From an optimization exercise on the open Yosys and OpenROAD flow, aimed at small area; shortcuts taken in it are not production practice.
Only simulation tests tie the RTL to the original design; equivalence was not proved.
No activity file was given, so power comes from the tool's default toggle rates.

==> flow/design.v (excerpt) <==
module jit_switch #(
  parameter integer NUM_ACCs = 8
)
(
  output  wire             sCMD_tready ,
  input   wire             sCMD_tvalid ,
  input   wire  [31 : 0]   sCMD_tdata  ,
  output  wire             s1A_tready  ,
  input   wire             s1A_tvalid  ,
  input   wire  [31 : 0]   s1A_tdata   ,
  output  wire             s1B_tready  ,
  input   wire             s1B_tvalid  ,
  input   wire  [31 : 0]   s1B_tdata   ,
  input   wire             m1C_tready  ,
  output  wire             m1C_tvalid  ,
  output  wire  [31 : 0]   m1C_tdata   ,
  output  wire             s1AT_tready ,
  input   wire             s1AT_tvalid ,
  input   wire  [31 : 0]   s1AT_tdata  ,
  output  wire             s1BT_tready ,
  input   wire             s1BT_tvalid ,
  input   wire  [31 : 0]   s1BT_tdata  ,
  input   wire             m1CT_tready ,
  output  wire             m1CT_tvalid ,
  output  wire  [31 : 0]   m1CT_tdata  ,
  output  wire             s1C_tready  ,
  input   wire             s1C_tvalid  ,
  input   wire  [31 : 0]   s1C_tdata   ,
  input   wire             m1A_tready  ,
  output  wire             m1A_tvalid  ,
  output  wire  [31 : 0]   m1A_tdata   ,
  input   wire             m1B_tready  ,
  output  wire             m1B_tvalid  ,
  output  wire  [31 : 0]   m1B_tdata   ,
  output  wire             s2A_tready  ,
  input   wire             s2A_tvalid  ,
  input   wire  [31 : 0]   s2A_tdata   ,
  output  wire             s2B_tready  ,
  input   wire             s2B_tvalid  ,
  input   wire  [31 : 0]   s2B_tdata   ,
  input   wire             m2C_tready  ,
  output  wire             m2C_tvalid  ,
  output  wire  [31 : 0]   m2C_tdata   ,
  output  wire             s2AT_tready ,
  input   wire             s2AT_tvalid ,
  input   wire  [31 : 0]   s2AT_tdata  ,
  output  wire             s2BT_tready ,
  input   wire             s2BT_tvalid ,
  input   wire  [31 : 0]   s2BT_tdata  ,
  input   wire             m2CT_tready ,
  output  wire             m2CT_tvalid ,
  output  wire  [31 : 0]   m2CT_tdata  ,
  output  wire             s2C_tready  ,
  input   wire             s2C_tvalid  ,
  input   wire  [31 : 0]   s2C_tdata   ,
  input   wire             m2A_tready  ,
  output  wire             m2A_tvalid  ,
  output  wire  [31 : 0]   m2A_tdata   ,
  input   wire             m2B_tready  ,
  ...
Size: roughly 5200 cells after synthesis, roughly 490 flip-flops, ~2900 I/O pins, about 42000 um^2 of cells after synthesis.
Settings: LEC_CHECK=0, CAP_MARGIN=20, CELL_PAD_IN_SITES_DETAIL_PLACEMENT=2, CELL_PAD_IN_SITES_GLOBAL_PLACEMENT=4, CORE_AREA=10 10 790 790, CTS_CLUSTER_DIAMETER=70, CTS_CLUSTER_SIZE=22, DIE_AREA=0 0 800 800, PLACE_DENSITY=0.3, SLEW_MARGIN=20, SYNTH_HIERARCHICAL=1; clock period 10.0 ns.
standard.sh (not shown) runs the stock make flow with config.mk's settings and CLKGATE_MAP_FILE= SYNTH_SCRIPT=/design/flow/synth_recipe.tcl, a recipe that flattens the netlist after the stock synthesis.
==> flow/flow/run.sh <==
#!/bin/bash
# The standard layout (standard.sh: unchanged synthesis, floorplan, power grid and tap
# cells), with these ORFS options changed:
#  - every input and output port is still buffered, with the smallest buffer (buf_1) instead of
#    the delay buffer that buffer_ports picks by default;
#  - the global router is offered less of met1/met2 (flow/fastroute.tcl).
# make's own output goes to flow_make.log; each ORFS step writes its full log under orfs/logs/.
set -euo pipefail
bash standard.sh finish \
  "BUFFER_PORTS_ARGS=-buffer_cell sky130_fd_sc_hd__buf_1" \
  "FASTROUTE_TCL=$(pwd)/flow/fastroute.tcl" \
  > flow_make.log 2>&1
==> flow/flow/fastroute.tcl <==
# Global routing layers as the platform's fastroute.tcl, but with less of met1 and met2 offered
# to the global router, so that it leaves more room on them for pin access in detailed routing.
set_global_routing_layer_adjustment $::env(MIN_ROUTING_LAYER)-$::env(MAX_ROUTING_LAYER) 0.2
set_global_routing_layer_adjustment met1 0.45
set_global_routing_layer_adjustment met2 0.35

set_routing_layers -clock $::env(MIN_CLK_ROUTING_LAYER)-$::env(MAX_ROUTING_LAYER)
set_routing_layers -signal $::env(MIN_ROUTING_LAYER)-$::env(MAX_ROUTING_LAYER)
The baseline completed and failed the layout checks on capacitance limit, slew limit.
Edit:
==> flow/flow/run.sh (replaced) <==
#!/bin/bash
# The standard layout (standard.sh: unchanged synthesis, floorplan, power grid and tap
# cells), with these ORFS options changed:
#  - I/O pins may sit one routing track apart (the default is two), so the die can be smaller;
#  - every input and output port is still buffered, with the smallest buffer (buf_1) instead of
#    the delay buffer that buffer_ports picks by default;
# make's own output goes to flow_make.log; each ORFS step writes its full log under orfs/logs/.
set -euo pipefail
bash standard.sh finish \
  "PLACE_PINS_ARGS=-min_distance 1 -min_distance_in_tracks" \
  "BUFFER_PORTS_ARGS=-buffer_cell sky130_fd_sc_hd__buf_1" \
  > flow_make.log 2>&1
- CORE_AREA: 10 10 790 790 -> 10 10 570 570
- DIE_AREA: 0 0 800 800 -> 0 0 580 580
removed: flow/flow/fastroute.tcl
This time the run finished with timing, DRC and antenna clean.
Cell count drops by a quarter to a third.
Die area drops by well over a third.
Design area drops by roughly a tenth.
Clock power drops by well over a third.
Via count drops slightly.
Worst setup slack is worse by 0.42 ns.

---

## amber
Another version of the RTL of jit_switch (not shown whole).
Size: about 5000 cells after synthesis, roughly 2900 I/O pins, roughly 43000 sq um of cells after synthesis.
==> flow/config.mk <==
export PLATFORM = sky130hd
export DESIGN_NAME = jit_switch
export DESIGN_NICKNAME = jit_switch
export VERILOG_FILES = /design/flow/design.v
export SDC_FILE = /design/flow/constraint.sdc
export NUM_CORES = 4
export LEC_CHECK = 0
export CAP_MARGIN = 20
export CELL_PAD_IN_SITES_DETAIL_PLACEMENT = 2
export CELL_PAD_IN_SITES_GLOBAL_PLACEMENT = 4
export CORE_AREA = 10 10 610 610
export CTS_CLUSTER_DIAMETER = 70
export CTS_CLUSTER_SIZE = 22
export DIE_AREA = 0 0 620 620
export PLACE_DENSITY = 0.3
export SLEW_MARGIN = 20
export SYNTH_HIERARCHICAL = 1
==> flow/constraint.sdc <==
create_clock -name core_clock -period 10.0 [get_ports {ACLK}]
set_input_delay 2.0000 -clock core_clock [delete_from_list [all_inputs] [get_ports {ACLK}]]
set_output_delay 2.0000 -clock core_clock [all_outputs]
set_load 0.01 [all_outputs]
==> flow/flow/run.sh <==
#!/bin/bash
# The standard layout (standard.sh: unchanged synthesis, floorplan, power grid and tap
# cells), with these ORFS options changed:
#  - I/O pins may sit one routing track apart (the default is two), so the die can be smaller;
#  - every input and output port is still buffered, with the smallest buffer (buf_1) instead of
#    the delay buffer that buffer_ports picks by default;
#  - after global routing, gates on paths with positive slack are downsized (RECOVER_POWER);
#  - the global router is offered less of met1/met2 (flow/fastroute.tcl).
# make's own output goes to flow_make.log; each ORFS step writes its full log under orfs/logs/.
set -euo pipefail
bash standard.sh finish \
  "PLACE_PINS_ARGS=-min_distance 1 -min_distance_in_tracks" \
  "BUFFER_PORTS_ARGS=-buffer_cell sky130_fd_sc_hd__buf_1" \
  "RECOVER_POWER=100" \
  "FASTROUTE_TCL=$(pwd)/flow/fastroute.tcl" \
  > flow_make.log 2>&1
==> flow/flow/fastroute.tcl <==
# Global routing layers as the platform's fastroute.tcl, but with less of met1 and met2 offered
# to the global router, so that it leaves more room on them for pin access in detailed routing.
set_global_routing_layer_adjustment $::env(MIN_ROUTING_LAYER)-$::env(MAX_ROUTING_LAYER) 0.2
set_global_routing_layer_adjustment met1 0.45
set_global_routing_layer_adjustment met2 0.35

set_routing_layers -clock $::env(MIN_CLK_ROUTING_LAYER)-$::env(MAX_ROUTING_LAYER)
set_routing_layers -signal $::env(MIN_ROUTING_LAYER)-$::env(MAX_ROUTING_LAYER)
No final results exist for amber, since it was stopped by error GRT-0116 during global routing.
Inputs modified between amber and quartz:
Settings: changing DIE_AREA from 0 0 620 620 to 0 0 800 800; changing CORE_AREA from 10 10 610 610 to 10 10 790 790.
diff --git a/flow/flow/run.sh b/flow/flow/run.sh
--- a/flow/flow/run.sh
+++ b/flow/flow/run.sh
@@ -3,3 +3,2 @@
 # cells), with these ORFS options changed:
-#  - I/O pins may sit one routing track apart (the default is two), so the die can be smaller;
 #  - every input and output port is still buffered, with the smallest buffer (buf_1) instead of
@@ -11,3 +10,2 @@
 bash standard.sh finish \
-  "PLACE_PINS_ARGS=-min_distance 1 -min_distance_in_tracks" \
   "BUFFER_PORTS_ARGS=-buffer_cell sky130_fd_sc_hd__buf_1" \
Findings:
- Although quartz finished all stages, its layout failed final checks on capacitance limit, slew limit.
- Changes observed in quartz relative to amber: placement-stage worst setup slack now smaller; detailed-placement wirelength estimate higher; initial standard-cell utilization of the core now sits lower; cell total after placement rose about 28%.
- amber → quartz: die extent in x grew by 180 microns, count of mapped cells out of synthesis closely matched the old numbers.

[port drivers added, routing unchanged]
No port has a modelled driver above. Below, the same layouts with a new extraction and two added sets of constraints.
Step 1 sets driving cells, clkbuf_16 on the clock port and buf_2 on the other inputs (assumed; they add their load-dependent delay and slew).
Step 2, shift: input delay + t, output delay - t, t = (earliest + latest rising clock arrival at the registers) / 2. This alone moves slack from input paths to output paths.
Three values: no drivers, after step 1, after step 2; two values: the first two.
| run | t, ns | slack for setup (ns) | latest minus earliest clock arrival (ns) | slew at the worst register clock pin (ns) | worst data-port slew with drivers (ns) |
|---|---|---|---|---|---|
| the first run of note 1 | 0.768 | 2.118 / 1.945 / 1.945 | 0.040 / 0.040 | 0.08 / 0.08 | 0.95 |
| the second run of note 1 | 0.713 | 1.702 / 1.664 / 1.664 | 0.026 / 0.026 | 0.11 / 0.11 | 0.56 |
| quartz | 0.790 | 0.941 / 0.847 / 0.935 | 0.060 / 0.060 | 0.07 / 0.07 | 0.79 |
The setup slack of the first run of note 1, which loses most, moves by -0.173 ns with the drivers and by -0.173 ns with both steps.
